What follows belongs to an exercise in optimizing a design on an open flow for small area and a short achievable clock period; a production flow would make more cautious choices.
Only simulation tests tie the RTL to the original design; equivalence was not proved.

===== flow/design.v =====
module mul(clk,
	   reset,
	   is_signed,
	   is_high,
	   go,
	   is_mulw,
	   src_A,
	   src_B,
	   rob_ptr_in,
	   prf_ptr_in,
	   y,
	   complete,
	   rob_ptr_out,
	   prf_ptr_val_out,
	   prf_ptr_out);
   input logic clk;
   input logic reset;
   input logic is_signed;
   input logic is_high;
   input logic go;
   input logic is_mulw;
   input logic [64-1:0] src_A;
   input logic [64-1:0] src_B;
   input logic [5-1:0] rob_ptr_in;
   input logic [7-1:0] prf_ptr_in;
   output logic [64-1:0] 	     y;
   output logic 			  complete;
   output logic [5-1:0] 	  rob_ptr_out;
   output logic 			  prf_ptr_val_out;
   output logic [7-1:0] prf_ptr_out;
   logic [3:0] 		      r_is_high;
   logic [3:0]		      r_is_mulw;
   logic [3:0] 		      r_complete;
   logic [3:0] 			   r_gpr_val;
   logic [7-1:0] 		   r_gpr_ptr[3:0];
   logic [5-1:0] 		   r_rob_ptr[3:0];
   assign complete = r_complete[3];
   assign rob_ptr_out = r_rob_ptr[3];
   assign prf_ptr_val_out = r_gpr_val[3];
   assign prf_ptr_out = r_gpr_ptr[3];
   logic [(64*2)-1:0] 			   t_mul;
   logic [(64*2)-1:0] 			   r_mul[3:0];
   wire [(64*2)-1:0]			   w_sext_A = {{64{src_A[64-1]}}, src_A};
   wire [(64*2)-1:0] 			   w_sext_B = {{64{src_B[64-1]}}, src_B};
   wire [63:0]					   w_mulw = {{32{r_mul[3][31]}}, r_mul[3][31:0]};
   always_comb
     begin
	t_mul = is_signed ? ($signed(w_sext_A) * $signed(w_sext_B)) 
	  : src_A * src_B;
	if(r_is_high[3]			   )
	  begin
	     y = r_mul[3][(64*2)-1:64];
	  end
	else
	  begin
	     y = r_is_mulw[3] ? w_mulw : r_mul[3][64-1:0];	     
	  end
     end  
   always_ff@(posedge clk)
     begin
	r_mul[0] <= t_mul;
	for(integer i = 1; i <= 3; i=i+1)
	  begin
	     r_mul[i] <= r_mul[i-1];
	  end
     end
   always_ff@(posedge clk)
     begin
	if(reset)
	  begin
	     for(integer i = 0; i <= 3; i=i+1)
	       begin
		  r_rob_ptr[i] <= 'd0;
		  r_gpr_ptr[i] <= 'd0;
	       end
	     r_complete <= 'd0;
	     r_gpr_val <= 'd0;
	     r_is_high <= 'd0;
	     r_is_mulw <= 'd0;
	  end
	else
	  begin
	     for(integer i = 0; i <= 3; i=i+1)
	       begin
		  if(i == 0)
		    begin
		       r_complete[0] <= go;
		       r_is_high[0] <= is_high;
		       r_rob_ptr[0] <= rob_ptr_in;
		       r_gpr_val[0] <= go;
		       r_gpr_ptr[0] <= prf_ptr_in;
		       r_is_mulw[0] <= is_mulw;
		    end
		  else
		    begin
		       r_complete[i] <= r_complete[i-1];
		       r_is_high[i] <= r_is_high[i-1];
		       r_rob_ptr[i] <= r_rob_ptr[i-1];
		       r_gpr_val[i] <= r_gpr_val[i-1];
		       r_gpr_ptr[i] <= r_gpr_ptr[i-1];
		       r_is_mulw[i] <= r_is_mulw[i-1];
		    end
	       end
	  end
     end  
endmodule

===== flow/run.sh =====
#!/bin/bash
# synth_recipe.tcl (not shown) runs the flow's synth.tcl, then flattens the netlist and writes it again
# the make line also repeats each setting of config.mk as NAME=value (left out here)
make -C /OpenROAD-flow-scripts/flow DESIGN_CONFIG=/design/flow/config.mk WORK_HOME=/design/flow/orfs CLKGATE_MAP_FILE= SYNTH_SCRIPT=/design/flow/synth_recipe.tcl finish

===== flow/config.mk =====
export PLATFORM = sky130hd
export DESIGN_NAME = mul
export DESIGN_NICKNAME = mul
export VERILOG_FILES = /design/flow/design.v
export SDC_FILE = /design/flow/constraint.sdc
export NUM_CORES = 4
export LEC_CHECK = 0
export CAP_MARGIN = 20
export CORE_MARGIN = 2
export CORE_UTILIZATION = 40
export SETUP_SLACK_MARGIN = 0.4
export SLEW_MARGIN = 20

===== flow/constraint.sdc =====
create_clock -name core_clock -period 12.0 [get_ports {clk}]
set_input_delay 2.4000 -clock core_clock [delete_from_list [all_inputs] [get_ports {clk}]]
set_output_delay 2.4000 -clock core_clock [all_outputs]
set_load 0.01 [all_outputs]

==> impl_metrics.toml <==
[status]
status = "complete, no violations"

[min_path]
hold_start = "r_mul[2][116]"
worst_hold_check_path_type = "reg -> reg"
worstHoldEndpoint = "r_mul[3][116]"
hold_path_depth = 0

[setup_path]
timing.critical_path.to_type = "flop"
r2r.worst_path.cells = 1
rr_endpoint = "r_is_mulw[3]"
critPathMostFrequentCell = "sky130_fd_sc_hd__fa_1"
timing.critical_path.fanout_max = 23
timing.setup.critical_path_class = "in -> reg"
crit_path_top_delay_cell = "sky130_fd_sc_hd__fa_2"
critical-path-max-stage-delay_ns = 0.64
worst-endpoint-arrival_ns = 12.02
cp.required_ns = 12.44
worst-path-buf-inv = 12
timing.critical_path.max_delay_family = "adder cells"
worst_r2r_startpoint = "r_is_mulw[2]"
crit_path_start_kind = "input pin"
ff2ff_setup_slack_ns = 11.22

[clocking]
h-tree-depth = 2
num_cts_buffers = 57
tritoncts = "yes"
cts.root.buffer_cell = "sky130_fd_sc_hd__clkbuf_16"
clock_sinks = 572
clockBufferDepth = 3
clkLatencyLatePin_ns = 0.63
cts.hold.buffers_added = 0
cts_clock_pin_slew_for_the_worst_setup_and_hold_paths_ns = 0.07

[floorplanning]
initial_utilization_pct = 40.2
io_pins = 224
core_footprint_sq_um = 464000
row_count = 250
die-area_sq_um = 472000
die_h_microns = 687
floorplan.die.width_microns = 687

[final_layout]
post_route_cells_drive_above_1_share_pct = 11.9
area.growth.synth_to_final_pct = 13.9
layout_commonest_cell = "sky130_fd_sc_hd__inv_1"
mostFrequentLayoutCells = "5264 x sky130_fd_sc_hd__inv_1, 5214 x sky130_fd_sc_hd__fa_1, 2337 x sky130_fd_sc_hd__nand2_1, 2062 x sky130_fd_sc_hd__and2_1, 1770 x sky130_fd_sc_hd__buf_4"
fin_util_pct = 45.8
regArea_sq_um = 11500
multiInputGateArea_sq_um = 152000
fin_nets = 27100
fill_cell_count = 44700

[detailed_routing]
detail_route.first_pass.iterations = 6
vias = 134000
number_of_drc_violations_after_detailed_routing = 0
routed_via_density = 4.94
drt_wl_total_mm = 604
avgRoutedWirePerCell_microns = 22.3
antenna_violating_nets_post_route = 0
dr.first_iter.drc_count = 8579

[yosys]
synth_nets = 25900
ys_seq_elements = 572
synth.distinct_cells = 72
ys_warn_count = 4
synth-main-ff-cell = "sky130_fd_sc_hd__dfxtp_1"
ys_async_sr_fraction_pct = 0
synth_cells = 19600
post_synth.cell_area_avg_sq_um = 9.52
mappedNetlistArea_sq_um = 187000
synth-seq-area-share_pct = 6.13
synth-edff-count = 0

[timing]
worst_clock_skew_ns = 0.0272
report.final.hold_viol_count = 0
finalCritPeriodShare_pct = 96.5
finalSetupViolations = 0
max_clock_freq_ghz = 0.0864
worstMarginPinSlew_ns = 1.07
final_critical_path_setup_slack_ns = 0.423
final_layout_setup_total_negative_slack_ns = 0
layout_min_cycle_time_ns = 11.58
rsz0062_at_grt = "yes"
report.final.slew_viol_count = 0
worst_slew_margin_rel_pct = 28.4

[global_route]
first_global_vias = 148000
largest_net_degree_at_the_start_of_global_routing = 154
grt_use_total_pct = 25.9
globalRouteOverflowTotal = 0
grt_antenna_before_repair = 54
grt_first_pass_wirelength_mm = 916

[placement]
gp_routability_congestion = 0.962
place_hpwl_mm = 534
dp_worst_setup_slack_ns = -1.20
buffer_ports.inserted = 223

[run]
maxCapViolCount = 0
## per-stage QoR
stage	cell area [sq um]	cells	hold slack, ns
2_1_floorplan	187000	19600	0.310
3_5_place_dp	208000	26800	0.312
4_1_cts	211000	26900	0.296
3_3_place_gp	208000	26800	0.310
5_1_grt	213000	27000	0.316
6_report	213000	27100	0.301
## cell usage after synthesis, types with 38 or more instances
master / number / area share [%]
sky130_fd_sc_hd__nand2_1: 2340 / 4.7
sky130_fd_sc_hd__clkbuf_1: 1078 / 2.2
sky130_fd_sc_hd__ha_1: 895 / 6.0
sky130_fd_sc_hd__o21bai_1: 71 / 0.29
sky130_fd_sc_hd__xor2_1: 101 / 0.47
sky130_fd_sc_hd__nor2b_1: 96 / 0.32
sky130_fd_sc_hd__fa_1: 5263 / 56
sky130_fd_sc_hd__nand4_1: 125 / 0.42
sky130_fd_sc_hd__a21oi_1: 404 / 1.1
sky130_fd_sc_hd__o21ai_0: 282 / 0.76
sky130_fd_sc_hd__xnor2_1: 162 / 0.76
sky130_fd_sc_hd__a21o_1: 146 / 0.59
sky130_fd_sc_hd__nand2b_1: 38 / 0.13
sky130_fd_sc_hd__and2_1: 2070 / 6.9
sky130_fd_sc_hd__inv_1: 5279 / 11
sky130_fd_sc_hd__dfxtp_1: 572 / 6.1
sky130_fd_sc_hd__nor2_1: 239 / 0.48
## flip-flops by register name (all words and copies together), names as in the netlist
register and flops:
r_is_high 4, r_rob_ptr 20, r_complete 4, r_mul 512, r_is_mulw 4, r_gpr_ptr 28
## kinds of logic (layout without fill, tap and decap cells)
logic type | count (synthesis) | count (layout) | share of synthesized area, %
other | 0 | 45 | 0
multiplexers | 47 | 47 | 0.273
flip-flops | 572 | 572 | 6.13
AO/OA/AOI/OAI | 1127 | 1127 | 3.63
XOR/XNOR | 263 | 263 | 1.23
adder cells (fa/ha/maj) | 6158 | 6158 | 62.4
buffers and inverters | 6369 | 7595 | 12.8
AND/OR/NAND/NOR | 5070 | 5070 | 13.5
## layout make-up
class | count | area share [%]
multi-input cells | 12700 | 71.6
inverters | 5280 | 9.32
repair buffers | 2210 | 9.07
flip-flops and latches | 572 | 5.38
well taps | 6174 | 3.63
clock buffers | 74 | 0.743
clock inverters | 31 | 0.233
diodes | 45 | 0.0529
## per-layer routing
metal / wire length (microns) / global-route usage [%]
met1: 238000 / 33.0
met3: 36400 / 3.36
met4: 32900 / 11.0
met2: 296000 / 44.3
met5: 272 / 0
## how the worst max path moves through the flow
stage / startpoint / to / slack, ns / cells past startpoint
2_1_floorplan: src_B[4] / r_mul[0][126] / 0.16 / 34
3_3_place_gp: src_A[40] / r_mul[0][115] / -1.14 / 34
3_5_place_dp: src_A[40] / r_mul[0][115] / -1.20 / 34
4_1_cts: src_B[30] / r_mul[0][115] / 0.37 / 37
5_1_grt: src_A[37] / r_mul[0][115] / 0.30 / 34
6_report: src_B[14] / r_mul[0][115] / 0.42 / 37
## what timing repair did
item / in CTS / in global routing
gates resized for setup: 67 / 327
setup endpoints to repair: 41 / 59
cloned: 1 / 19
pin swaps: 5 / 99
buffers inserted: 0 / 39

re-timing with driven ports:
The results above use ideal ports. As a check the final layout listed here was re-extracted and re-timed, cells and wires unchanged. Step 1, drivers: a clkbuf_16 drives clk and a buf_2 each remaining input, both assumed. Step 2 also shifts input and output timing later by t, the mid clock arrival at the registers, as if the neighbouring blocks saw the same clock. Slacks: ideal ports / drivers / drivers and shift; pairs: ideal ports / drivers.
t (ns): 0.670
setup WS [ns]: 0.423 / 0.295 / -0.375
latest minus earliest clock arrival (ns): 0.035 / 0.034
cell pins on the clock port's net: 1
Met with ideal ports but missed after step 2: setup timing in this run. For this run, drivers alone change the setup slack by -0.128 ns; drivers and shift together by -0.798 ns.
